This design comes from an exercise in tuning for a short achievable clock period and few clock cycles on the open sky130 flow, not from production work. In this exercise RTL edits were held to simulation tests only and were not proved equivalent to the original. Power and IR drop assume default switching activity.

==> design.v <==
module cpu #(
    parameter RESET_PC = 32'h4000_0000
) (
    input clk,
    input rst,
    output bios_ena,
    output [11:0] bios_addra,
    input [31:0] bios_douta,
    output bios_enb,
    output [11:0] bios_addrb,
    input [31:0] bios_doutb,
    output dmem_en,
    output [3:0] dmem_we,
    output [13:0] dmem_addr,
    output [31:0] dmem_din,
    input [31:0] dmem_dout,
    output imem_ena,
    output [3:0] imem_wea,
    output [13:0] imem_addra,
    output [31:0] imem_dina,
    output [13:0] imem_addrb,
    input [31:0] imem_doutb
);
    wire        stall;       
    wire        e_mis;       
    wire [31:0] e_redir;
    reg [15:0] btb_v;
    reg [9:0]  btb_tag [0:15];
    reg [13:0] btb_tgt [0:15];
    reg [1:0]  btb_ctr [0:15];
    reg [31:0] pc_a;
    wire [3:0]  f1_idx  = pc_a[5:2];
    wire        f1_hit  = btb_v[f1_idx] && (btb_tag[f1_idx] == pc_a[15:6]);
    wire        f1_pt   = f1_hit && btb_ctr[f1_idx][1];
    wire [13:0] f1_ptgt = btb_tgt[f1_idx];
    always @(posedge clk) begin
        if (rst)
            pc_a <= RESET_PC;
        else if (e_mis)
            pc_a <= e_redir;
        else if (!stall)
            pc_a <= f1_pt ? {pc_a[31:16], f1_ptgt, 2'b00} : pc_a + 32'd4;
    end
    assign bios_ena   = pc_a[30];
    assign bios_addra = pc_a[13:2];
    assign imem_addrb = pc_a[15:2];
    reg        f2_v;
    reg [31:0] f2_pc;
    reg        f2_pt;
    reg [13:0] f2_ptgt;
    wire [31:0] f2_inst = f2_pc[30] ? bios_douta : imem_doutb;
    always @(posedge clk) begin
        if (rst || e_mis)
            f2_v <= 1'b0;
        else
            f2_v <= !stall;
        if (!stall) begin
            f2_pc   <= pc_a;
            f2_pt   <= f1_pt;
            f2_ptgt <= f1_ptgt;
        end
    end
    reg        sk_v;
    reg [31:0] sk_inst;
    reg [31:0] sk_pc;
    reg        sk_pt;
    reg [13:0] sk_ptgt;
    always @(posedge clk) begin
        if (rst || e_mis)
            sk_v <= 1'b0;
        else if (stall)
            sk_v <= sk_v | f2_v;
        else
            sk_v <= 1'b0;
        if (stall && f2_v) begin
            sk_inst <= f2_inst;
            sk_pc   <= f2_pc;
            sk_pt   <= f2_pt;
            sk_ptgt <= f2_ptgt;
        end
    end
    reg        d_v;
    reg [31:0] d_inst;
    reg [31:0] d_pc;
    reg        d_pt;
    reg [13:0] d_ptgt;
    always @(posedge clk) begin
        if (rst || e_mis)
            d_v <= 1'b0;
        else if (!stall)
            d_v <= sk_v | f2_v;
        if (!stall) begin
            d_inst <= sk_v ? sk_inst : f2_inst;
            d_pc   <= sk_v ? sk_pc   : f2_pc;
            d_pt   <= sk_v ? sk_pt   : f2_pt;
            d_ptgt <= sk_v ? sk_ptgt : f2_ptgt;
        end
    end
    wire [6:0] d_op  = d_inst[6:0];
    wire [2:0] d_f3  = d_inst[14:12];
    wire [6:0] d_f7  = d_inst[31:25];
    wire [4:0] d_rs1 = d_inst[19:15];
    wire [4:0] d_rs2 = d_inst[24:20];
    wire [4:0] d_rd  = d_inst[11:7];
    wire d_lui   = d_op == 7'b0110111;
    wire d_auipc = d_op == 7'b0010111;
    wire d_jal   = d_op == 7'b1101111;
    wire d_jalr  = d_op == 7'b1100111;
    wire d_br    = d_op == 7'b1100011;
    wire d_ld    = d_op == 7'b0000011;
    wire d_st    = d_op == 7'b0100011;
    wire d_alui  = d_op == 7'b0010011;
    wire d_alur  = d_op == 7'b0110011;
    wire d_use1 = d_jalr | d_br | d_ld | d_st | d_alui | d_alur;
    wire d_use2 = d_br | d_st | d_alur;
    wire d_wr   = (d_lui | d_auipc | d_jal | d_jalr | d_ld | d_alui | d_alur) && (d_rd != 5'd0);
    wire [31:0] imm_i = {{20{d_inst[31]}}, d_inst[31:20]};
    wire [31:0] imm_s = {{20{d_inst[31]}}, d_inst[31:25], d_inst[11:7]};
    wire [31:0] imm_b = {{19{d_inst[31]}}, d_inst[31], d_inst[7], d_inst[30:25], d_inst[11:8], 1'b0};
    wire [31:0] imm_u = {d_inst[31:12], 12'b0};
    wire [31:0] imm_j = {{11{d_inst[31]}}, d_inst[31], d_inst[19:12], d_inst[20], d_inst[30:21], 1'b0};
    wire [31:0] d_tgt   = d_pc + (d_jal ? imm_j : imm_b);
    wire [31:0] d_link  = d_pc + 32'd4;
    wire [31:0] d_auipc_v = d_pc + imm_u;
    wire [31:0] d_const = d_lui ? imm_u : (d_auipc ? d_auipc_v : d_link);
    wire        d_tm    = d_tgt == {d_pc[31:16], d_ptgt, 2'b00};
    wire [31:0] d_agu_imm = d_st ? imm_s : imm_i;
    wire        d_sfb   = d_br && imm_b == 32'd8;
    reg [31:0] rf [1:31];
    reg        w_wr;
    reg [4:0]  w_rd;
    wire [31:0] wd;
    wire [31:0] rf1 = (d_rs1 == 5'd0) ? 32'd0 : ((w_wr && w_rd == d_rs1) ? wd : rf[d_rs1]);
    wire [31:0] rf2 = (d_rs2 == 5'd0) ? 32'd0 : ((w_wr && w_rd == d_rs2) ? wd : rf[d_rs2]);
    reg        e_wr, e_ld;
    reg [4:0]  e_rd;
    reg        m_wr, m_ld;
    reg [4:0]  m_rd;
    reg        l_wr;
    reg [4:0]  l_rd;
    wire d_bimm = d_alui | d_ld;    
    wire a_e = d_use1 && e_wr && e_rd == d_rs1;
    wire a_m = d_use1 && m_wr && m_rd == d_rs1;
    wire a_l = d_use1 && l_wr && l_rd == d_rs1;
    wire b_e = d_use2 && e_wr && e_rd == d_rs2;
    wire b_m = d_use2 && m_wr && m_rd == d_rs2;
    wire b_l = d_use2 && l_wr && l_rd == d_rs2;
    assign stall = d_v && ((a_e && e_ld) || (b_e && e_ld) || (a_m && !a_e && m_ld) || (b_m && !b_e && m_ld));
    wire sfb_kill;
    wire d_go = d_v && !stall && !e_mis && !sfb_kill;
    wire [2:0] d_af   = (d_alui | d_alur) ? d_f3 : 3'd0;
    wire       d_sub  = d_alur && d_f3 == 3'b000 && d_f7 == 7'b0100000;
    wire       d_sra  = d_f7 != 7'b0000000;
    wire       d_isc  = d_lui | d_auipc | d_jal | d_jalr;
    reg        e_v;
    reg [31:0] e_a, e_b, e_imm, e_const, e_tgt, e_link, e_pc;
    reg        e_fa_m, e_fa_l, e_fa_w, e_fb_m, e_fb_l, e_fb_w;
    reg        e_br, e_jal, e_jalr, e_st, e_pt, e_tm, e_isc, e_sub, e_sra, e_sfb;
    reg [2:0]  e_f3, e_af;
    always @(posedge clk) begin
        if (rst) begin
            e_v <= 1'b0; e_wr <= 1'b0; e_ld <= 1'b0; e_st <= 1'b0;
            e_br <= 1'b0; e_jal <= 1'b0; e_jalr <= 1'b0; e_pt <= 1'b0;
        end else begin
            e_v    <= d_go;
            e_wr   <= d_go & d_wr;
            e_ld   <= d_go & d_ld;
            e_st   <= d_go & d_st;
            e_br   <= d_go & d_br;
            e_jal  <= d_go & d_jal;
            e_jalr <= d_go & d_jalr;
            e_pt   <= d_go & d_pt;
        end
        e_rd    <= d_rd;
        e_a     <= rf1;
        e_b     <= d_bimm ? imm_i : rf2;
        e_imm   <= d_agu_imm;
        e_const <= d_const;
        e_tgt   <= d_tgt;
        e_link  <= d_link;
        e_pc    <= d_pc;
        e_tm    <= d_tm;
        e_sfb   <= d_sfb;
        e_isc   <= d_isc;
        e_sub   <= d_sub;
        e_sra   <= d_sra;
        e_f3    <= d_f3;
        e_af    <= d_af;
        e_fa_m  <= a_e;
        e_fa_l  <= !a_e && a_m;
        e_fa_w  <= !a_e && !a_m && a_l;
        e_fb_m  <= !d_bimm && b_e;
        e_fb_l  <= !d_bimm && !b_e && b_m;
        e_fb_w  <= !d_bimm && !b_e && !b_m && b_l;
    end
    reg [31:0] m_res, l_res;
    wire [31:0] ea = e_fa_m ? m_res : e_fa_l ? l_res : e_fa_w ? wd : e_a;
    wire [31:0] eb = e_fb_m ? m_res : e_fb_l ? l_res : e_fb_w ? wd : e_b;
    wire e_eq  = ea == eb;
    wire e_ltu = ea < eb;
    wire e_lts = (ea[31] ^ eb[31]) ? ea[31] : e_ltu;
    reg e_cond;
    always @(*) begin
        case (e_f3)
            3'b000: e_cond = e_eq;
            3'b001: e_cond = !e_eq;
            3'b100: e_cond = e_lts;
            3'b101: e_cond = !e_lts;
            3'b110: e_cond = e_ltu;
            3'b111: e_cond = !e_ltu;
            default: e_cond = 1'b0;
        endcase
    end
    wire e_taken = e_br && e_cond;
    wire [31:0] e_sum = e_sub ? ea - eb : ea + eb;
    wire signed [31:0] ea_s = ea;
    wire [31:0] e_sra_v = ea_s >>> eb[4:0];
    wire [31:0] e_srl_v = ea >> eb[4:0];
    reg [31:0] e_alu;
    always @(*) begin
        case (e_af)
            3'd0: e_alu = e_sum;
            3'd1: e_alu = ea << eb[4:0];
            3'd2: e_alu = {31'd0, e_lts};
            3'd3: e_alu = {31'd0, e_ltu};
            3'd4: e_alu = ea ^ eb;
            3'd5: e_alu = e_sra ? e_sra_v : e_srl_v;
            3'd6: e_alu = ea | eb;
            default: e_alu = ea & eb;
        endcase
    end
    wire [31:0] e_res = e_isc ? e_const : e_alu;
    wire [31:0] agu = ea + e_imm;
    wire [1:0]  off = agu[1:0];
    wire sfb_ok = e_sfb && !e_pt && d_v && !d_pt && !stall;
    assign sfb_kill = e_br && sfb_ok && e_cond;
    assign e_mis = e_jalr
                 | (e_jal & !(e_pt & e_tm))
                 | (e_br & (e_cond ? (!(e_pt & e_tm) & !sfb_ok) : e_pt))
                 | (e_v & !e_br & !e_jal & e_pt);
    assign e_redir = e_jalr ? {agu[31:1], 1'b0} : ((e_jal | e_taken) ? e_tgt : e_link);
    reg        u_br, u_jal, u_taken;
    reg [31:0] u_pc;
    reg [13:0] u_tgt;
    always @(posedge clk) begin
        if (rst) begin
            u_br <= 1'b0; u_jal <= 1'b0;
        end else begin
            u_br  <= e_br & !e_sfb;
            u_jal <= e_jal;
        end
        u_taken <= e_cond;
        u_pc    <= e_pc;
        u_tgt   <= e_tgt[15:2];
    end
    wire [3:0] u_idx = u_pc[5:2];
    wire       u_hit = btb_v[u_idx] && (btb_tag[u_idx] == u_pc[15:6]);
    wire [1:0] u_ctr = btb_ctr[u_idx];
    wire       u_set = u_jal | (u_br & u_taken);
    always @(posedge clk) begin
        if (rst)
            btb_v <= 16'd0;
        else if (u_set)
            btb_v[u_idx] <= 1'b1;
        if (!rst) begin
            if (u_set) begin
                btb_tag[u_idx] <= u_pc[15:6];
                btb_tgt[u_idx] <= u_tgt;
                btb_ctr[u_idx] <= (u_hit && !u_jal) ? ((u_ctr == 2'd3) ? 2'd3 : u_ctr + 2'd1) : (u_jal ? 2'd3 : 2'd2);
            end else if (u_br && u_hit) begin
                btb_ctr[u_idx] <= (u_ctr == 2'd0) ? 2'd0 : u_ctr - 2'd1;
            end
        end
    end
    wire in_dmem = agu[31:30] == 2'b00 && agu[28];
    wire in_imem = agu[31:29] == 3'b001 && e_pc[30];
    reg [3:0] st_mask;
    always @(*) begin
        case (e_f3)
            3'b010: st_mask = 4'b1111;
            3'b001: st_mask = 4'b0011 << off;
            3'b000: st_mask = 4'b0001 << off;
            default: st_mask = 4'b0000;
        endcase
    end
    wire [31:0] st_data = (e_f3 == 3'b010) ? eb : (eb << {off, 3'b000});
    reg        o_dmem_en, o_imem_ena, o_bios_enb;
    reg [3:0]  o_dmem_we, o_imem_wea;
    reg [13:0] o_addr;
    reg [31:0] o_din;
    always @(posedge clk) begin
        if (rst) begin
            o_dmem_en  <= 1'b0;
            o_dmem_we  <= 4'd0;
            o_imem_ena <= 1'b0;
            o_imem_wea <= 4'd0;
            o_bios_enb <= 1'b0;
        end else begin
            o_dmem_en  <= (e_ld | e_st) & in_dmem;
            o_dmem_we  <= (e_st & in_dmem) ? st_mask : 4'd0;
            o_imem_ena <= e_st & in_imem;
            o_imem_wea <= (e_st & in_imem) ? st_mask : 4'd0;
            o_bios_enb <= e_ld & agu[30];
        end
        o_addr <= agu[15:2];
        o_din  <= st_data;
    end
    assign dmem_en    = o_dmem_en;
    assign dmem_we    = o_dmem_we;
    assign dmem_addr  = o_addr;
    assign dmem_din   = o_din;
    assign imem_ena   = o_imem_ena;
    assign imem_wea   = o_imem_wea;
    assign imem_addra = o_addr;
    assign imem_dina  = o_din;
    assign bios_enb   = o_bios_enb;
    assign bios_addrb = o_addr[11:0];
    reg [2:0] m_f3, l_f3;
    reg       l_ld;
    reg [31:0] w_val;
    always @(posedge clk) begin
        if (rst) begin
            m_wr <= 1'b0; m_ld <= 1'b0;
            l_wr <= 1'b0; l_ld <= 1'b0;
            w_wr <= 1'b0;
        end else begin
            m_wr <= e_wr; m_ld <= e_ld;
            l_wr <= m_wr; l_ld <= m_ld;
            w_wr <= l_wr;
        end
        m_rd <= e_rd; m_f3 <= e_f3; m_res <= e_ld ? agu : e_res;
        l_rd <= m_rd; l_f3 <= m_f3; l_res <= m_res;
        w_rd <= l_rd;
        w_val <= l_ld ? ld_res : l_res;
    end
    wire [31:0] l_raw = l_res[30] ? bios_doutb : dmem_dout;
    reg [31:0] ld_val;
    wire [7:0]  ld_b = l_res[1] ? (l_res[0] ? l_raw[31:24] : l_raw[23:16])
                                : (l_res[0] ? l_raw[15:8]  : l_raw[7:0]);
    wire [15:0] ld_h = l_res[1] ? l_raw[31:16] : l_raw[15:0];
    always @(*) begin
        case (l_f3)
            3'b000: ld_val = {{24{ld_b[7]}}, ld_b};
            3'b001: ld_val = {{16{ld_h[15]}}, ld_h};
            3'b100: ld_val = {24'd0, ld_b};
            3'b101: ld_val = {16'd0, ld_h};
            default: ld_val = l_raw;
        endcase
    end
    wire [31:0] ld_res = l_res[31] ? 32'd0 : ld_val;
    assign wd = w_val;
    always @(posedge clk) begin
        if (w_wr)
            rf[w_rd] <= wd;
    end
endmodule
==> flow/run.sh <==
#!/bin/bash
# Standard ORFS layout (the standard.sh), with timing repair aiming for a
# setup slack of SETUP_SLACK_MARGIN ns at the design's clock period, so that
# the repair steps (floorplan, CTS, global route) work on the design's real
# critical paths. The SDC and every other setting are the standard ones.
# Per-step tool logs are under orfs/logs/; make's own output is in make_finish.log.
set -euo pipefail
bash standard.sh SETUP_SLACK_MARGIN=11.5 finish > make_finish.log 2>&1
tail -n 20 make_finish.log
==> standard.sh <==
#!/bin/bash
# synth_recipe.tcl (not shown) runs the flow's synth.tcl, then flattens the netlist and writes it again
# the make line also repeats each setting of config.mk as NAME=value (left out here)
make -C /OpenROAD-flow-scripts/flow DESIGN_CONFIG=/design/flow/config.mk WORK_HOME=/design/flow/orfs CLKGATE_MAP_FILE= SYNTH_SCRIPT=/design/flow/synth_recipe.tcl "${@:-finish}"
==> config.mk <==
export PLATFORM = sky130hd
export DESIGN_NAME = cpu
export DESIGN_NICKNAME = cpu
export VERILOG_FILES = /design/flow/design.v
export SDC_FILE = /design/flow/constraint.sdc
export NUM_CORES = 4
export LEC_CHECK = 0
export ABC_CLOCK_PERIOD_IN_PS = 4000
export CAP_MARGIN = 20
export CORE_MARGIN = 2
export CORE_UTILIZATION = 40
export SLEW_MARGIN = 20
==> constraint.sdc <==
create_clock -name core_clock -period 16.0 [get_ports {clk}]
set_input_delay 3.2000 -clock core_clock [delete_from_list [all_inputs] [get_ports {clk}]]
set_output_delay 3.2000 -clock core_clock [all_outputs]
set_load 0.01 [all_outputs]
==> run notes, run 1 <==
- Global route total overflow: 0
- List of most frequent post-synthesis cells: 1613 x edfxtp_1, 687 x mux4_2, 541 x nor2_1
- Ys Warns: 1
- Adder-cell share of the synthesized area: 2.328%
- EDFF count, synth: 1613
- Min-delay src: e_pc[2]
- Final core utilization: 48.19%
- Ys flop type: edfxtp_1
- Num rows: 186
- Area of the die: 262000 µm²
- Worst-path clk slew: 60 ps
- Ordered list of cells on the worst path: buf_12 > buf_16 > nor2b_1 > a211oi_1 > a211oi_2 > a21oi_4 > ha_1 > nor2b_1 > o21ai_1 > a21oi_1 > nor4_2 > a21oi_2 > or3_4 > o2111a_1 > or4_4 > o21a_1 > o31ai_4 > buf_4 > buf_12 > buf_16 > buf_12 > mux2i_1 > nor2_1
- Busiest layer in global routing: met2
- Area grow syn2layout: 19.89%
- DR pass1 iterations: 7
- Post-synth ARST share: 0%
- Status: no timing/DRC/antenna violations
- Netlist cell types: 90
- Clk sink count: 2099
- Complex-gate fraction of the synthesized area: 9.246%
- Worst r2r src: e_fb_w
- Placed cell area: 109800 µm²
- CTS Buffer Depth: 3
- Die height: 511.9 µm
- Buffers & Inverters on Critical Path: 6
- CTS tree: yes
- Fin. Hold Viols: 0
- Sequential area share after synthesis: 56.37%
- Nets: 8165
- Gpl congestion: 1.000
- DRT iter0 DRCs: 9741
- GR Util met3: 5.418%
- Critical path arrival: 5670 ps
- CP delay by family, top: compound AO/OA/AOI/OAI gates
- Final HPWL DP: 225200 µm
- Largest family of logic cells by synthesized area: multiplexers
- Final Critical Period: 4918 ps
- Critical Path Max Stage Delay: 470 ps
- F_max: 203.3 MHz
- Synthesized cell area: 103200 µm²
- Crit. Startpoint: e_fb_w
- Syn_nets: 7791
- Leading area contributor after synthesis: edfxtp_1
- All-Layer GR Usage: 27.39%
- Critical path peak fanout: 13
- Fin area: 123700 µm²
- # H-tree levels: 4
- Initial core utilization: 40.20%
- CP dominant cell by count: buf_12
- CP max stage cell: or4_4
- Root Driver: clkbuf_16
- Peak supply drop: 0.1231 mV
- Worst slew margin: 17.56%
- PortBufs: 271
- Setup Viol. Count Final: 0
- Largest net degree at the start of global routing: 118
- Crit start category: register
- Worst Clk Skew: 135.8 ps
- CORE AREA: 256700 µm²
- Met2 Use GR: 40.76%
- Simple-Gate Fraction of Synth Area: 6.530%
- Avg WL per Cell: 32.30 µm
- Total CTS buffers: 217
- Worst min path class: register to register
- Worst setup EP type: register
- Antenna violations before repair: 14
- Final setup TNS: 0 ps
- Via count: 71529
- WL final: 369200 µm
- First-pass GRT wire length: 517800 µm
- ANT nets after route: 0
- Clock insertion delay at the later pin of the skew report: 920 ps
- Synth top area share: 46.94%
- Area contributors post-synth: edfxtp_1 47%, mux4_2 15%, dfxtp_1 9.4%
- Vias in the first global route: 69757
- RSZ-0062 raised after global routing: true
- Cell with the most instances after synthesis: edfxtp_1
- Fin. max-slew vios: 0
- Req. time, crit path: 16750 ps
- Multiplexer share of the synthesized area: 20.43%
- Syn avg cell area: 13.81 µm²
- Hold Buf Count CTS: 0
- Max-cap viol count: 0
- Vias per std cell: 6.257
- Worst slew pin tran: 1235 ps
- Crit Path Category: register to register
- DRC violations left: 0
- PwrDens: 124.6 nW/µm²
- GR Util met1: 38.79%
- Share of cells above drive strength 1: 29.54%
- Xor/xnor share of the synthesized area: 1.917%
- Die Wd: 511.9 µm
- Final Cycle Share: 30.74%
- Synth Instances: 7472
- Flops & latches, synth: 2099
- I/O Pins: 272
- LEAKAGE: 0.04321 µW
## state kept, by name (all words and copies together), names as in the netlist, 17 cells and up, named ones only
signal   cells
w_val       32
e_a         32
btb_ctr     32
e_link      30
sk_pc       32
btb_tgt    224
btb_tag    160
e_tgt       31
d_pc        32
d_inst      32
sk_inst     32
e_b         32
e_const     32
m_res       32
f2_pc       32
l_res       32
rf         992
e_pc        17
pc_a        32
o_din       32
## stage by stage
step	cells	power, µW	hold WS, ps	setup WS (ps)
floorplan	7472	8377	309.6	11250
detailed placement	10741	9593	312.1	9403
CTS	11333	15230	296.3	10900
global route	11427	15840	317.0	10810
global placement	10740	9563	315.5	9402
finish	11432	15410	308.5	11080
## area by class of cell
type                            instances  area (µm²)
Antenna cell                            8       20.02
Clock buffer                          280        6005
Clock inverter                        133        1705
Fill cell                           21890      133000
Inverter                              193       778.2
Multi-Input combinational cell       4602       44430
Sequential cell                      2099       58440
Tap cell                             3384        4234
Timing Repair Buffer                  731        8078
Timing Repair inverter                  2       17.52
## cells in the final DEF (no fill, tap or decap), types with 177 or more instances in the layout
cell type	synthesis	final
buf_6	0	206
nand2_1	359	346
a21oi_1	521	478
mux2_2	181	177
dfxtp_1	486	378
buf_4	88	298
nor2_1	541	480
o21ai_0	315	275
edfxtp_1	1613	1613
mux2i_1	357	350
mux4_2	687	687
clkbuf_16	0	228
## final timing paths
kind	slack, ps	end	cells past startpoint
min	310	u_pc[2]	0
max	11080	pc_a[9]	23
max reg2reg	11080	pc_a[9]	23
min reg2reg	310	u_pc[2]	0
## metal layers
layer	vias up	share of wire (%)
li1	29857	-
met1	36867	41
met2	4087	44
met3	712	9.8
met4	6	5.0
met5	-	0.036
## kinds of logic after synthesis
family                     after synthesis
AOI/OAI and AO/OA                     1509
and+or+nand+nor                       1455
adders and majority gates              189
xor gates and xnor gates               221
buffers and inverters                  774
muxes                                 1225
DFF                                   2099
## power breakdown
group          switching, µW  leakage [µW]  internal, µW  total [µW]
Combinational           1860        0.0205          1220        3080
Clock                   2290       0.00375          3100        5390
Sequential               465        0.0190          6470        6940
## worst register-to-register path, delay by kind of cell, from the launching register on
kind | cells | cell delay, ps
muxes | 1 | 190
AOI/OAI and AO/OA | 9 | 1560
buffers and inverters | 6 | 910
adders and majority gates | 1 | 260
DFF | 1 | 390
and+or+nand+nor | 6 | 1480
## what timing repair did
action                                   CTS  global route
gates cloned                              32             5
pin swaps                                 95           140
buffers inserted                         147            86
resized for setup                       1189           281
endpoints found under the setup margin   524           363
Testbench counts, summed over its fixed seeds: cycles 471,643.
==> run 2, diff against run 1 <==
--- a/design.v
+++ b/design.v
@@ -28,11 +28,14 @@
     reg [9:0]  btb_tag [0:15];
     reg [13:0] btb_tgt [0:15];
     reg [1:0]  btb_ctr [0:15];
+    reg [15:0] btb_ret;      
+    reg [13:0] ras0, ras1, ras2, ras3;
     reg [31:0] pc_a;
     wire [3:0]  f1_idx  = pc_a[5:2];
     wire        f1_hit  = btb_v[f1_idx] && (btb_tag[f1_idx] == pc_a[15:6]);
-    wire        f1_pt   = f1_hit && btb_ctr[f1_idx][1];
-    wire [13:0] f1_ptgt = btb_tgt[f1_idx];
+    wire        f1_ret  = btb_ret[f1_idx];
+    wire        f1_pt   = f1_hit && (f1_ret || btb_ctr[f1_idx][1]);
+    wire [13:0] f1_ptgt = f1_ret ? ras0 : btb_tgt[f1_idx];
     always @(posedge clk) begin
         if (rst)
             pc_a <= RESET_PC;
@@ -123,16 +126,21 @@
     wire [31:0] d_link  = d_pc + 32'd4;
     wire [31:0] d_auipc_v = d_pc + imm_u;
     wire [31:0] d_const = d_lui ? imm_u : (d_auipc ? d_auipc_v : d_link);
-    wire        d_tm    = d_tgt == {d_pc[31:16], d_ptgt, 2'b00};
     wire [31:0] d_agu_imm = d_st ? imm_s : imm_i;
     wire        d_sfb   = d_br && imm_b == 32'd8;
+    wire        d_ret   = d_jalr && d_rd == 5'd0 && d_rs1 == 5'd1;
+    wire        d_call  = (d_jal || d_jalr) && d_rd == 5'd1;
+    wire        d_imm0  = d_inst[31:20] == 12'd0;
     reg [31:0] rf [1:31];
     reg        w_wr;
     reg [4:0]  w_rd;
     wire [31:0] wd;
     wire [31:0] rf1 = (d_rs1 == 5'd0) ? 32'd0 : ((w_wr && w_rd == d_rs1) ? wd : rf[d_rs1]);
     wire [31:0] rf2 = (d_rs2 == 5'd0) ? 32'd0 : ((w_wr && w_rd == d_rs2) ? wd : rf[d_rs2]);
-    reg        e_wr, e_ld;
+    reg        e_kill;
+    reg        e_wr_r, e_ld_r;
+    wire       e_wr = e_wr_r & !e_kill;
+    wire       e_ld = e_ld_r & !e_kill;
     reg [4:0]  e_rd;
     reg        m_wr, m_ld;
     reg [4:0]  m_rd;
@@ -147,40 +155,56 @@
     wire b_l = d_use2 && l_wr && l_rd == d_rs2;
     assign stall = d_v && ((a_e && e_ld) || (b_e && e_ld) || (a_m && !a_e && m_ld) || (b_m && !b_e && m_ld));
     wire sfb_kill;
-    wire d_go = d_v && !stall && !e_mis && !sfb_kill;
+    wire d_go = d_v && !stall;
     wire [2:0] d_af   = (d_alui | d_alur) ? d_f3 : 3'd0;
     wire       d_sub  = d_alur && d_f3 == 3'b000 && d_f7 == 7'b0100000;
     wire       d_sra  = d_f7 != 7'b0000000;
     wire       d_isc  = d_lui | d_auipc | d_jal | d_jalr;
-    reg        e_v;
+    reg        e_v_r;
+    wire       e_v = e_v_r & !e_kill;
     reg [31:0] e_a, e_b, e_imm, e_const, e_tgt, e_link, e_pc;
     reg        e_fa_m, e_fa_l, e_fa_w, e_fb_m, e_fb_l, e_fb_w;
-    reg        e_br, e_jal, e_jalr, e_st, e_pt, e_tm, e_isc, e_sub, e_sra, e_sfb;
+    reg        e_br_r, e_jal_r, e_jalr_r, e_st_r, e_pt_r;
+    reg        e_isc, e_sub, e_sra, e_sfb;
+    wire       e_br   = e_br_r   & !e_kill;
+    wire       e_jal  = e_jal_r  & !e_kill;
+    wire       e_jalr = e_jalr_r & !e_kill;
+    wire       e_st   = e_st_r   & !e_kill;
+    wire       e_pt   = e_pt_r   & !e_kill;
+    reg [13:0] e_ptgt;
+    reg        e_ret_r, e_call_r, e_imm0;
+    wire       e_ret  = e_ret_r  & !e_kill;
+    wire       e_call = e_call_r & !e_kill;
     reg [2:0]  e_f3, e_af;
     always @(posedge clk) begin
         if (rst) begin
-            e_v <= 1'b0; e_wr <= 1'b0; e_ld <= 1'b0; e_st <= 1'b0;
-            e_br <= 1'b0; e_jal <= 1'b0; e_jalr <= 1'b0; e_pt <= 1'b0;
+            e_v_r <= 1'b0; e_wr_r <= 1'b0; e_ld_r <= 1'b0; e_st_r <= 1'b0;
+            e_br_r <= 1'b0; e_jal_r <= 1'b0; e_jalr_r <= 1'b0; e_pt_r <= 1'b0;
+            e_ret_r <= 1'b0; e_call_r <= 1'b0; e_kill <= 1'b0;
         end else begin
-            e_v    <= d_go;
-            e_wr   <= d_go & d_wr;
-            e_ld   <= d_go & d_ld;
-            e_st   <= d_go & d_st;
-            e_br   <= d_go & d_br;
-            e_jal  <= d_go & d_jal;
-            e_jalr <= d_go & d_jalr;
-            e_pt   <= d_go & d_pt;
+            e_v_r    <= d_go;
+            e_wr_r   <= d_go & d_wr;
+            e_ld_r   <= d_go & d_ld;
+            e_st_r   <= d_go & d_st;
+            e_br_r   <= d_go & d_br;
+            e_jal_r  <= d_go & d_jal;
+            e_jalr_r <= d_go & d_jalr;
+            e_pt_r   <= d_go & d_pt;
+            e_ret_r  <= d_go & d_ret;
+            e_call_r <= d_go & d_call;
+            e_kill   <= e_mis | sfb_kill;
         end
         e_rd    <= d_rd;
         e_a     <= rf1;
-        e_b     <= d_bimm ? imm_i : rf2;
+        e_b     <= d_jalr ? {d_pc[31:16], d_ptgt, 2'b00} : (d_bimm ? imm_i : rf2);
         e_imm   <= d_agu_imm;
         e_const <= d_const;
         e_tgt   <= d_tgt;
         e_link  <= d_link;
         e_pc    <= d_pc;
-        e_tm    <= d_tm;
+        e_ptgt  <= d_ptgt;
         e_sfb   <= d_sfb;
+        e_imm0  <= d_imm0;
         e_isc   <= d_isc;
         e_sub   <= d_sub;
         e_sra   <= d_sra;
@@ -196,6 +220,7 @@
     reg [31:0] m_res, l_res;
     wire [31:0] ea = e_fa_m ? m_res : e_fa_l ? l_res : e_fa_w ? wd : e_a;
     wire [31:0] eb = e_fb_m ? m_res : e_fb_l ? l_res : e_fb_w ? wd : e_b;
+    wire e_tm = e_tgt == {e_pc[31:16], e_ptgt, 2'b00};
     wire e_eq  = ea == eb;
     wire e_ltu = ea < eb;
     wire e_lts = (ea[31] ^ eb[31]) ? ea[31] : e_ltu;
@@ -234,20 +259,21 @@
     wire [1:0]  off = agu[1:0];
     wire sfb_ok = e_sfb && !e_pt && d_v && !d_pt && !stall;
     assign sfb_kill = e_br && sfb_ok && e_cond;
-    assign e_mis = e_jalr
+    assign e_mis = (e_jalr & !(e_pt & e_imm0 & e_eq))
                  | (e_jal & !(e_pt & e_tm))
                  | (e_br & (e_cond ? (!(e_pt & e_tm) & !sfb_ok) : e_pt))
-                 | (e_v & !e_br & !e_jal & e_pt);
+                 | (e_v & !e_br & !e_jal & !e_jalr & e_pt);
     assign e_redir = e_jalr ? {agu[31:1], 1'b0} : ((e_jal | e_taken) ? e_tgt : e_link);
-    reg        u_br, u_jal, u_taken;
+    reg        u_br, u_jal, u_taken, u_ret;
     reg [31:0] u_pc;
     reg [13:0] u_tgt;
     always @(posedge clk) begin
         if (rst) begin
-            u_br <= 1'b0; u_jal <= 1'b0;
+            u_br <= 1'b0; u_jal <= 1'b0; u_ret <= 1'b0;
         end else begin
             u_br  <= e_br & !e_sfb;
             u_jal <= e_jal;
+            u_ret <= e_ret;
         end
         u_taken <= e_cond;
         u_pc    <= e_pc;
@@ -256,7 +282,7 @@
     wire [3:0] u_idx = u_pc[5:2];
     wire       u_hit = btb_v[u_idx] && (btb_tag[u_idx] == u_pc[15:6]);
     wire [1:0] u_ctr = btb_ctr[u_idx];
-    wire       u_set = u_jal | (u_br & u_taken);
+    wire       u_set = u_jal | u_ret | (u_br & u_taken);
     always @(posedge clk) begin
         if (rst)
             btb_v <= 16'd0;
@@ -266,12 +292,25 @@
             if (u_set) begin
                 btb_tag[u_idx] <= u_pc[15:6];
                 btb_tgt[u_idx] <= u_tgt;
+                btb_ret[u_idx] <= u_ret;
                 btb_ctr[u_idx] <= (u_hit && !u_jal) ? ((u_ctr == 2'd3) ? 2'd3 : u_ctr + 2'd1) : (u_jal ? 2'd3 : 2'd2);
             end else if (u_br && u_hit) begin
                 btb_ctr[u_idx] <= (u_ctr == 2'd0) ? 2'd0 : u_ctr - 2'd1;
             end
         end
     end
+    always @(posedge clk) begin
+        if (rst) begin
+            ras0 <= 14'd0; ras1 <= 14'd0; ras2 <= 14'd0; ras3 <= 14'd0;
+        end else if (e_call) begin
+            ras0 <= e_link[15:2];
+            if (!e_ret) begin
+                ras1 <= ras0; ras2 <= ras1; ras3 <= ras2;
+            end
+        end else if (e_ret) begin
+            ras0 <= ras1; ras1 <= ras2; ras2 <= ras3;
+        end
+    end
     wire in_dmem = agu[31:30] == 2'b00 && agu[28];
     wire in_imem = agu[31:29] == 3'b001 && e_pc[30];
     reg [3:0] st_mask;
==> run notes, run 2 <==
- Status: no timing/DRC/antenna violations
- Fin. max-slew vios: 0
- Critical path peak fanout: 3
- Clk sink count: 2204
- F_max: 212.8 MHz
- Crit Path Category: register to primary output
- Worst Hold End: u_pc[11]
- Max reg flops: 992
- DRC violations left: 0
- Area of the die: 273600 µm²
- Largest registers: rf (992), btb_tgt (224), btb_tag (160)
- Commonest non-fill, non-tap cell in the layout: edfxtp_1
- CTS Buffer Depth: 3
- Die height: 523.1 µm
- Worst slew pin tran: 1275 ps
- Antenna violations before repair: 27
- I/O Pins: 272
- Avg WL per Cell: 33.23 µm
- Synthesized cell area: 107800 µm²
- Worst-path clk slew: 70 ps
- Gpl congestion: 1.043
- Min-delay src: e_pc[11]
- DRT iter0 DRCs: 9758
- Ys flop type: edfxtp_1
- Fin area: 127600 µm²
- RSZ-0062 raised after global routing: true
- Register-to-Register Path Depth: 14
- Netlist cell types: 100
- List of most frequent post-synthesis cells: 1629 x edfxtp_1, 758 x mux4_2, 578 x nor2_1
- Worst min path class: register to register
- LEAKAGE: 0.04366 µW
- Via count: 74714
- Register with the most flip-flops: rf
- Syn avg cell area: 13.92 µm²
- Worst r2r src: e_fb_l
- PortBufs: 271
- Syn_nets: 8063
- Most frequent cells in the layout: 1629 x edfxtp_1, 758 x mux4_2, 515 x nor2_1
- CORE AREA: 267900 µm²
- Final Critical Period: 4700 ps
- All-Layer GR Usage: 27.96%
- Largest net degree at the start of global routing: 141
- Vias in the first global route: 72510
- Die Wd: 523.1 µm
- Nets: 8392
- Synth Instances: 7744
- Reg-to-Reg End: m_res[25]
- R2R Setup Slk: 11310 ps
- Ys Warns: 1
- Buffers & Inverters on Critical Path: 2
- Synth top area share: 45.39%
- Critical path arrival: 1500 ps
- # H-tree levels: 4
- Total CTS buffers: 225
- Placed cell area: 114400 µm²
- Worst Clk Skew: 128.5 ps
- Crit start category: register
- WL final: 393500 µm
- EDFF count, synth: 1629
- First-pass GRT wire length: 545700 µm
- Sequential area share after synthesis: 56.07%
- Worst setup EP type: primary output
- Area contributors post-synth: edfxtp_1 45%, mux4_2 16%, dfxtp_1 11%
- Cell with the most instances after synthesis: edfxtp_1
- Ordered list of cells on the worst path: buf_8 > buf_6
- Req. time, crit path: 12800 ps
- Flops & latches, synth: 2204
- Final Cycle Share: 29.38%
- Vias per std cell: 6.309
- Area grow syn2layout: 18.40%
- Global route total overflow: 0
- Final HPWL DP: 252500 µm
- Final setup TNS: 0 ps
- Initial core utilization: 40.22%
- Hold depth: 0
- Fin. Hold Viols: 0
- Leading area contributor after synthesis: edfxtp_1
- Post-synth ARST share: 0%
- Max-cap viol count: 0
- CP max stage cell: dfxtp_2
- DR pass1 iterations: 6
- Num rows: 190
- Clock insertion delay at the later pin of the skew report: 940 ps
- PwrDens: 123.7 nW/µm²
- ANT nets after route: 0
- Setup Viol. Count Final: 0
- Share of cells above drive strength 1: 28.88%
- CP delay by family, top: flip-flops
- Root Driver: clkbuf_16
- Critical Path Max Stage Delay: 340 ps
- Worst slew margin: 14.23%
- CTS tree: yes
- Peak supply drop: 0.1148 mV
## run 2: worst max path at each step
stage,cells after the start,from,slack (ps),endpoint
6_report,2,pc_a[8],11300,bios_addra[6]
4_1_cts,2,pc_a[8],11250,bios_addra[6]
3_5_place_dp,16,e_fb_w,9210,pc_a[25]
5_1_grt,19,w_val[12],11250,pc_a[9]
2_1_floorplan,9,dmem_dout[7],11340,w_val[20]
3_3_place_gp,18,e_fb_w,9250,pc_a[25]
## run 2: through the flow
step,instances,hold WS (ps),worst slack [ps],utilization (%),power (µW)
5_1_grt,11828,326.4,11250,47.61,16200
4_1_cts,11741,319.1,11250,46.85,15590
6_report,11843,323.5,11300,47.63,15780
2_1_floorplan,7744,309.6,11340,-,8651
3_3_place_gp,11169,312.5,9252,42.68,9933
3_5_place_dp,11171,312.1,9206,42.70,9949
## run 2: repair_timing
action                      CTS  global route
setup endpoints to repair   669           303
buffers inserted            120            76
gates resized for setup    1106           235
hold buffers                  0             0
pin swaps                    37            56
cloned                       21            10
## run 2: cell families (layout without fill, tap and decap cells)
logic type	after synthesis	in the layout	synth area share (%)
flops	2204	2204	56.07
simple gates	1568	1575	6.676
compound gates	1447	1450	8.587
mux	1333	1333	21.43
buf+inv	778	1299	3.173
xor+xnor	225	225	1.836
fa+ha+maj	189	189	2.229
other cells	0	16	0
## run 2: layout make-up
| type | instances | area [µm²] |
|---|---|---|
| fillers | 22852 | 140300 |
| repair buffers | 695 | 7415 |
| flip-flops and latches | 2204 | 60670 |
| diodes | 16 | 40.04 |
| multi-input cells | 4772 | 46550 |
| inverters | 175 | 706.9 |
| clock buffers | 291 | 6172 |
| well taps | 3552 | 4444 |
| clock inverters | 138 | 1597 |
## run 2: metal layers
| metal | global-route usage (%) | share of wire, % |
|---|---|---|
| met5 | 0 | 0.018 |
| met4 | 11.86 | 4.9 |
| met3 | 6.729 | 10 |
| met2 | 42.39 | 45 |
| met1 | 38.44 | 40 |
## run 2: report_power, final
| part | internal, µW | switching, µW |
|---|---|---|
| Clock | 3070 | 2390 |
| Combinational | 1180 | 1870 |
| Sequential | 6760 | 512 |
| Total | 11000 | 4780 |
Testbench counts of run 2, summed over its fixed seeds: cycles 466,474.

==> static timing again, ports no longer ideal <==
How much do the figures lean on ideal ports? The routed layouts below were timed once more, with nothing changed but the port constraints.
Step 1 sets driving cells, clkbuf_16 on the clock port and buf_2 on the other inputs (assumed; they add their load-dependent delay and slew).
Step 2 moves the port delays by t, midway between the first and last clock arrival at a register: inputs arrive t later, outputs are due t later. That takes back most of the time a late clock gives input paths.
Slacks: ideal ports / drivers / drivers and shift; pairs: ideal ports / drivers.
run | t (ns) | setup WS [ns] | hold slack, ns | worst setup path after step 2 | clock arrival spread, ns
run 1 | 0.956 | 11.082 / 11.082 / 10.570 | 0.308 / 0.308 / 0.308 | input to register | 0.165 / 0.165
run 2 | 0.976 | 11.300 / 11.204 / 10.630 | 0.323 / 0.323 / 0.323 | input to register | 0.130 / 0.130
After both steps every run listed still meets setup and hold. For run 2, which loses most, drivers alone change the setup slack by -0.096 ns; drivers and shift together by -0.670 ns.
